This is an optimization exercise on Yosys and OpenROAD, whose aim is small area, a short achievable clock period and few clock cycles per item, not a production implementation.
Only simulation tests tie the RTL to the original design; equivalence was not proved.
No activity file was given, so power comes from the tool's default toggle rates.

==> trial 2 <==
==> flow/design.v (excerpt) <==
module DES_Core(
    input wire clk,
    input wire reset,
    input wire start_i,
    input wire [63:0] plaintext_i,
    input wire [63:0] key_i,
    output reg [63:0] ciphertext_o,
    output reg done_o
    );
export LEC_CHECK = 0
export CAP_MARGIN = 20
export CORE_MARGIN = 2
export CORE_UTILIZATION = 40
export CTS_BUF_LIST = sky130_fd_sc_hd__clkbuf_4 sky130_fd_sc_hd__clkbuf_8
export SETUP_SLACK_MARGIN = 2.8
export SLEW_MARGIN = 20
create_clock -name core_clock -period 5.0 [get_ports {clk}]
standard.sh (not shown) runs the stock make flow with config.mk's settings and CLKGATE_MAP_FILE= SYNTH_SCRIPT=/design/flow/synth_recipe.tcl, a recipe that flattens the netlist after the stock synthesis.
==> flow/flow/run.sh <==
#!/bin/bash
# The standard layout with three changes:
# - small buffers (buf_2) on the ports instead of the delay buffers
#   buffer_ports picks by default;
# - no 3-input XOR cells (two XOR2 are smaller and faster here);
# - ABC maps the XOR network once (&nf) without its restructuring rounds and
#   upsizing, leaving the sizing to the placer's timing repair.
# Make output goes to flow_make.log.
set -euo pipefail
cp -r "$FLOW_HOME/scripts" scripts_mod
printf '&get -n\n&st\n&dch\n&nf\n&put\nbuffer -c\ntopo\nstime -c\ndnsize -c\n' > scripts_mod/abc_speed.script
export BUFFER_PORTS_ARGS="-buffer_cell sky130_fd_sc_hd__buf_2"
bash standard.sh SCRIPTS_DIR="$PWD/scripts_mod" DONT_USE_CELLS="sky130_fd_sc_hd__lpflow_bleeder_1 sky130_fd_sc_hd__lpflow_clkbufkapwr_1 sky130_fd_sc_hd__lpflow_clkbufkapwr_16 sky130_fd_sc_hd__lpflow_clkbufkapwr_2 sky130_fd_sc_hd__lpflow_clkbufkapwr_4 sky130_fd_sc_hd__lpflow_clkbufkapwr_8 sky130_fd_sc_hd__lpflow_clkinvkapwr_1 sky130_fd_sc_hd__lpflow_clkinvkapwr_16 sky130_fd_sc_hd__lpflow_clkinvkapwr_2 sky130_fd_sc_hd__lpflow_clkinvkapwr_4 sky130_fd_sc_hd__lpflow_clkinvkapwr_8 sky130_fd_sc_hd__lpflow_decapkapwr_12 sky130_fd_sc_hd__lpflow_decapkapwr_3 sky130_fd_sc_hd__lpflow_decapkapwr_4 sky130_fd_sc_hd__lpflow_decapkapwr_6 sky130_fd_sc_hd__lpflow_decapkapwr_8 sky130_fd_sc_hd__lpflow_inputiso0n_1 sky130_fd_sc_hd__lpflow_inputiso0p_1 sky130_fd_sc_hd__lpflow_inputiso1n_1 sky130_fd_sc_hd__lpflow_inputiso1p_1 sky130_fd_sc_hd__lpflow_inputisolatch_1 sky130_fd_sc_hd__lpflow_isobufsrc_1 sky130_fd_sc_hd__lpflow_isobufsrc_16 sky130_fd_sc_hd__lpflow_isobufsrc_2 sky130_fd_sc_hd__lpflow_isobufsrc_4 sky130_fd_sc_hd__lpflow_isobufsrc_8 sky130_fd_sc_hd__lpflow_isobufsrckapwr_16 sky130_fd_sc_hd__lpflow_lsbuf_lh_hl_isowell_tap_1 sky130_fd_sc_hd__lpflow_lsbuf_lh_hl_isowell_tap_2 sky130_fd_sc_hd__lpflow_lsbuf_lh_hl_isowell_tap_4 sky130_fd_sc_hd__lpflow_lsbuf_lh_isowell_4 sky130_fd_sc_hd__lpflow_lsbuf_lh_isowell_tap_1 sky130_fd_sc_hd__lpflow_lsbuf_lh_isowell_tap_2 sky130_fd_sc_hd__lpflow_lsbuf_lh_isowell_tap_4 sky130_fd_sc_hd__probe_p_8 sky130_fd_sc_hd__probec_p_8  sky130_fd_sc_hd__xor3_1 sky130_fd_sc_hd__xor3_2 sky130_fd_sc_hd__xor3_4 sky130_fd_sc_hd__xnor3_1 sky130_fd_sc_hd__xnor3_2 sky130_fd_sc_hd__xnor3_4" finish > flow_make.log 2>&1
==> inputs of trial 40, as changes to trial 2 <==
==> flow/flow/run.sh (replaced) <==
#!/bin/bash
# The standard layout, with small buffers on the ports instead of the
# delay buffers buffer_ports picks by default. Make output goes to flow_make.log.
set -euo pipefail
export BUFFER_PORTS_ARGS="-buffer_cell sky130_fd_sc_hd__buf_2"
export POST_GLOBAL_PLACE_TCL="$PWD/flow/outbuf.tcl"
bash standard.sh DONT_USE_CELLS="sky130_fd_sc_hd__lpflow_bleeder_1 sky130_fd_sc_hd__lpflow_clkbufkapwr_1 sky130_fd_sc_hd__lpflow_clkbufkapwr_16 sky130_fd_sc_hd__lpflow_clkbufkapwr_2 sky130_fd_sc_hd__lpflow_clkbufkapwr_4 sky130_fd_sc_hd__lpflow_clkbufkapwr_8 sky130_fd_sc_hd__lpflow_clkinvkapwr_1 sky130_fd_sc_hd__lpflow_clkinvkapwr_16 sky130_fd_sc_hd__lpflow_clkinvkapwr_2 sky130_fd_sc_hd__lpflow_clkinvkapwr_4 sky130_fd_sc_hd__lpflow_clkinvkapwr_8 sky130_fd_sc_hd__lpflow_decapkapwr_12 sky130_fd_sc_hd__lpflow_decapkapwr_3 sky130_fd_sc_hd__lpflow_decapkapwr_4 sky130_fd_sc_hd__lpflow_decapkapwr_6 sky130_fd_sc_hd__lpflow_decapkapwr_8 sky130_fd_sc_hd__lpflow_inputiso0n_1 sky130_fd_sc_hd__lpflow_inputiso0p_1 sky130_fd_sc_hd__lpflow_inputiso1n_1 sky130_fd_sc_hd__lpflow_inputiso1p_1 sky130_fd_sc_hd__lpflow_inputisolatch_1 sky130_fd_sc_hd__lpflow_isobufsrc_1 sky130_fd_sc_hd__lpflow_isobufsrc_16 sky130_fd_sc_hd__lpflow_isobufsrc_2 sky130_fd_sc_hd__lpflow_isobufsrc_4 sky130_fd_sc_hd__lpflow_isobufsrc_8 sky130_fd_sc_hd__lpflow_isobufsrckapwr_16 sky130_fd_sc_hd__lpflow_lsbuf_lh_hl_isowell_tap_1 sky130_fd_sc_hd__lpflow_lsbuf_lh_hl_isowell_tap_2 sky130_fd_sc_hd__lpflow_lsbuf_lh_hl_isowell_tap_4 sky130_fd_sc_hd__lpflow_lsbuf_lh_isowell_4 sky130_fd_sc_hd__lpflow_lsbuf_lh_isowell_tap_1 sky130_fd_sc_hd__lpflow_lsbuf_lh_isowell_tap_2 sky130_fd_sc_hd__lpflow_lsbuf_lh_isowell_tap_4 sky130_fd_sc_hd__probe_p_8 sky130_fd_sc_hd__probec_p_8  sky130_fd_sc_hd__xor3_1 sky130_fd_sc_hd__xor3_2 sky130_fd_sc_hd__xor3_4 sky130_fd_sc_hd__xnor3_1 sky130_fd_sc_hd__xnor3_2 sky130_fd_sc_hd__xnor3_4" finish > flow_make.log 2>&1
==> flow/flow/outbuf.tcl (new file) <==
# Output ports drive only the 0.01 pF pin load: a buf_1 is enough there.
set n 0
foreach bterm [[ord::get_db_block] getBTerms] {
  if {[$bterm getIoType] != "OUTPUT"} { continue }
  set net [$bterm getNet]
  if {$net == "NULL"} { continue }
  foreach iterm [$net getITerms] {
    if {[$iterm isOutputSignal]} {
      set inst [$iterm getInst]
      if {[[$inst getMaster] getName] == "sky130_fd_sc_hd__buf_2"} {
        replace_cell [$inst getName] sky130_fd_sc_hd__buf_1
        incr n
      }
    }
  }
}
puts "outbuf.tcl: $n output buffers set to buf_1"
Settings changed: CTS_BUF_LIST sky130_fd_sc_hd__clkbuf_4 sky130_fd_sc_hd__clkbuf_8 to sky130_fd_sc_hd__clkbuf_2 sky130_fd_sc_hd__clkbuf_4, PLACE_DENSITY from default to 0.7, SETUP_SLACK_MARGIN 2.8 to 2.65.
==> summary of the runs <==
- Between trial 40 and trial 2, the lower wire length is in trial 40 (gap 15%, measured against trial 2).
- In trial 40 the utilization is lower than in trial 2, by 12 points.
- Global-route usage: trial 2 is higher than trial 40 (5.1 points).
- Against trial 40, the area after synthesis of trial 2 is smaller by 6.6%.
Testbench counts of trial 2, summed over its fixed seeds: cycles 4,808, blocks 2,400.
Testbench counts of trial 40, summed over its fixed seeds: cycles 4,808, blocks 2,400.

* * *

==> inputs of run a <==
Starting RTL as in the previous note.
==> flow/design.v (excerpt) <==
module DES_Core(
    input wire clk,
    input wire reset,
    input wire start_i,
    input wire [63:0] plaintext_i,
    input wire [63:0] key_i,
    output reg [63:0] ciphertext_o,
    output reg done_o
    );
clock: 5.0 ns
lec_check: 0
cap_margin: 20
core_margin: 2
core_utilization: 40
cts_buf_list: sky130_fd_sc_hd__clkbuf_4 sky130_fd_sc_hd__clkbuf_8
setup_slack_margin: 2.65
slew_margin: 20
==> flow/flow/run.sh <==
#!/bin/bash
# The standard layout, with small buffers on the ports instead of the
# delay buffers buffer_ports picks by default. Make output goes to flow_make.log.
set -euo pipefail
export BUFFER_PORTS_ARGS="-buffer_cell sky130_fd_sc_hd__buf_2"
bash standard.sh DONT_USE_CELLS="sky130_fd_sc_hd__lpflow_bleeder_1 sky130_fd_sc_hd__lpflow_clkbufkapwr_1 sky130_fd_sc_hd__lpflow_clkbufkapwr_16 sky130_fd_sc_hd__lpflow_clkbufkapwr_2 sky130_fd_sc_hd__lpflow_clkbufkapwr_4 sky130_fd_sc_hd__lpflow_clkbufkapwr_8 sky130_fd_sc_hd__lpflow_clkinvkapwr_1 sky130_fd_sc_hd__lpflow_clkinvkapwr_16 sky130_fd_sc_hd__lpflow_clkinvkapwr_2 sky130_fd_sc_hd__lpflow_clkinvkapwr_4 sky130_fd_sc_hd__lpflow_clkinvkapwr_8 sky130_fd_sc_hd__lpflow_decapkapwr_12 sky130_fd_sc_hd__lpflow_decapkapwr_3 sky130_fd_sc_hd__lpflow_decapkapwr_4 sky130_fd_sc_hd__lpflow_decapkapwr_6 sky130_fd_sc_hd__lpflow_decapkapwr_8 sky130_fd_sc_hd__lpflow_inputiso0n_1 sky130_fd_sc_hd__lpflow_inputiso0p_1 sky130_fd_sc_hd__lpflow_inputiso1n_1 sky130_fd_sc_hd__lpflow_inputiso1p_1 sky130_fd_sc_hd__lpflow_inputisolatch_1 sky130_fd_sc_hd__lpflow_isobufsrc_1 sky130_fd_sc_hd__lpflow_isobufsrc_16 sky130_fd_sc_hd__lpflow_isobufsrc_2 sky130_fd_sc_hd__lpflow_isobufsrc_4 sky130_fd_sc_hd__lpflow_isobufsrc_8 sky130_fd_sc_hd__lpflow_isobufsrckapwr_16 sky130_fd_sc_hd__lpflow_lsbuf_lh_hl_isowell_tap_1 sky130_fd_sc_hd__lpflow_lsbuf_lh_hl_isowell_tap_2 sky130_fd_sc_hd__lpflow_lsbuf_lh_hl_isowell_tap_4 sky130_fd_sc_hd__lpflow_lsbuf_lh_isowell_4 sky130_fd_sc_hd__lpflow_lsbuf_lh_isowell_tap_1 sky130_fd_sc_hd__lpflow_lsbuf_lh_isowell_tap_2 sky130_fd_sc_hd__lpflow_lsbuf_lh_isowell_tap_4 sky130_fd_sc_hd__probe_p_8 sky130_fd_sc_hd__probec_p_8  sky130_fd_sc_hd__xor3_1 sky130_fd_sc_hd__xor3_2 sky130_fd_sc_hd__xor3_4 sky130_fd_sc_hd__xnor3_1 sky130_fd_sc_hd__xnor3_2 sky130_fd_sc_hd__xnor3_4" finish > flow_make.log 2>&1
==> run b (differences from run a) <==
--- a/flow/flow/run.sh
+++ b/flow/flow/run.sh
@@ -4,3 +4,4 @@
 set -euo pipefail
 export BUFFER_PORTS_ARGS="-buffer_cell sky130_fd_sc_hd__buf_2"
+export POST_GLOBAL_PLACE_TCL="$PWD/flow/outbuf.tcl"
 bash standard.sh DONT_USE_CELLS="sky130_fd_sc_hd__lpflow_bleeder_1 sky130_fd_sc_hd__lpflow_clkbufkapwr_1 sky130_fd_sc_hd__lpflow_clkbufkapwr_16 sky130_fd_sc_hd__lpflow_clkbufkapwr_2 sky130_fd_sc_hd__lpflow_clkbufkapwr_4 sky130_fd_sc_hd__lpflow_clkbufkapwr_8 sky130_fd_sc_hd__lpflow_clkinvkapwr_1 sky130_fd_sc_hd__lpflow_clkinvkapwr_16 sky130_fd_sc_hd__lpflow_clkinvkapwr_2 sky130_fd_sc_hd__lpflow_clkinvkapwr_4 sky130_fd_sc_hd__lpflow_clkinvkapwr_8 sky130_fd_sc_hd__lpflow_decapkapwr_12 sky130_fd_sc_hd__lpflow_decapkapwr_3 sky130_fd_sc_hd__lpflow_decapkapwr_4 sky130_fd_sc_hd__lpflow_decapkapwr_6 sky130_fd_sc_hd__lpflow_decapkapwr_8 sky130_fd_sc_hd__lpflow_inputiso0n_1 sky130_fd_sc_hd__lpflow_inputiso0p_1 sky130_fd_sc_hd__lpflow_inputiso1n_1 sky130_fd_sc_hd__lpflow_inputiso1p_1 sky130_fd_sc_hd__lpflow_inputisolatch_1 sky130_fd_sc_hd__lpflow_isobufsrc_1 sky130_fd_sc_hd__lpflow_isobufsrc_16 sky130_fd_sc_hd__lpflow_isobufsrc_2 sky130_fd_sc_hd__lpflow_isobufsrc_4 sky130_fd_sc_hd__lpflow_isobufsrc_8 sky130_fd_sc_hd__lpflow_isobufsrckapwr_16 sky130_fd_sc_hd__lpflow_lsbuf_lh_hl_isowell_tap_1 sky130_fd_sc_hd__lpflow_lsbuf_lh_hl_isowell_tap_2 sky130_fd_sc_hd__lpflow_lsbuf_lh_hl_isowell_tap_4 sky130_fd_sc_hd__lpflow_lsbuf_lh_isowell_4 sky130_fd_sc_hd__lpflow_lsbuf_lh_isowell_tap_1 sky130_fd_sc_hd__lpflow_lsbuf_lh_isowell_tap_2 sky130_fd_sc_hd__lpflow_lsbuf_lh_isowell_tap_4 sky130_fd_sc_hd__probe_p_8 sky130_fd_sc_hd__probec_p_8  sky130_fd_sc_hd__xor3_1 sky130_fd_sc_hd__xor3_2 sky130_fd_sc_hd__xor3_4 sky130_fd_sc_hd__xnor3_1 sky130_fd_sc_hd__xnor3_2 sky130_fd_sc_hd__xnor3_4" finish > flow_make.log 2>&1
==> flow/flow/outbuf.tcl (new file) <==
# Output ports drive only the 0.01 pF pin load: a buf_1 is enough there.
set n 0
foreach bterm [[ord::get_db_block] getBTerms] {
  if {[$bterm getIoType] != "OUTPUT"} { continue }
  set net [$bterm getNet]
  if {$net == "NULL"} { continue }
  foreach iterm [$net getITerms] {
    if {[$iterm isOutputSignal]} {
      set inst [$iterm getInst]
      if {[[$inst getMaster] getName] == "sky130_fd_sc_hd__buf_2"} {
        replace_cell [$inst getName] sky130_fd_sc_hd__buf_1
        incr n
      }
    }
  }
}
puts "outbuf.tcl: $n output buffers set to buf_1"
--- a/flow/config.mk
+++ b/flow/config.mk
@@ -8,6 +8,7 @@
 export CAP_MARGIN = 20
 export CORE_MARGIN = 2
-export CORE_UTILIZATION = 40
+export CORE_UTILIZATION = 60
 export CTS_BUF_LIST = sky130_fd_sc_hd__clkbuf_4 sky130_fd_sc_hd__clkbuf_8
+export PLACE_DENSITY = 0.7
 export SETUP_SLACK_MARGIN = 2.65
 export SLEW_MARGIN = 20
==> reports/qor.csv <==
metric;value;unit
status;finished clean;
sw power;1.43;mW
Worst-Skew Late Latency;0.34;ns
non-filler cells, final;959;
Finished Cell Area;8430;um^2
grt met1 use;0.477;
net count reported at finish;938;
clock network share of area;0.0230;
Final Cycle Share;0.467;
Metal-1 WL;9.03;mm
combinational share of power;0.579;
total power;3.66;mW
RSZ-0062 raised after global routing;true;
# fillers;943;
PD cells;434;nW/um^2
DP Worst Slack;2.28;ns
P&R area growth vs syn;15.4;%
The numbers above come from run b.

==> reports/qor.csv <==
metric;value;unit
GPL Wtd Cong;0.896;
clock network share of area;0.0192;
Finished Cell Area;8600;um^2
RSZ-0062 raised after global routing;false;
status;finished clean;
net count reported at finish;942;
non-filler cells, final;1045;
sw power;1.40;mW
P&R area growth vs syn;17.7;%
Worst path depth;6;
DP Worst Slack;2.28;ns
Metal-1 WL;8.71;mm
grt met1 use;0.261;
total power;3.64;mW
Final Cycle Share;0.464;
The numbers above come from run a.

Testbench counts of run a, summed over its fixed seeds: cycles 4,808, blocks 2,400.
Testbench counts of run b, summed over its fixed seeds: cycles 4,808, blocks 2,400.

==> static timing again, ports no longer ideal <==
How much do the figures lean on ideal ports? The routed layouts below were timed once more, with nothing changed but the port constraints.
Step 1 sets driving cells, clkbuf_16 on the clock port and buf_2 on the other inputs (assumed; they add their load-dependent delay and slew).
Step 2 moves the port delays by t, midway between the first and last clock arrival at a register: inputs arrive t later, outputs are due t later. That takes back most of the time a late clock gives input paths.
Three values: no drivers, after step 1, after step 2; two values: the first two.
run	t (ns)	setup slack, ns	worst setup path at the end	latest minus earliest clock arrival (ns)	worst register clock-pin slew, ns
trial 2	0.399	2.748 / 2.763 / 2.364	input to register	0.034 / 0.034	0.11 / 0.11
trial 40	0.458	2.752 / 2.769 / 2.311	input to register	0.022 / 0.022	0.12 / 0.12
run a	0.403	2.682 / 2.701 / 2.298	input to register	0.020 / 0.020	0.09 / 0.09
run b	0.389	2.666 / 2.672 / 2.283	input to register	0.026 / 0.026	0.09 / 0.09
After both steps every run listed still meets setup and hold. For trial 40, which loses most, drivers alone change the setup slack by +0.017 ns; drivers and shift together by -0.441 ns.
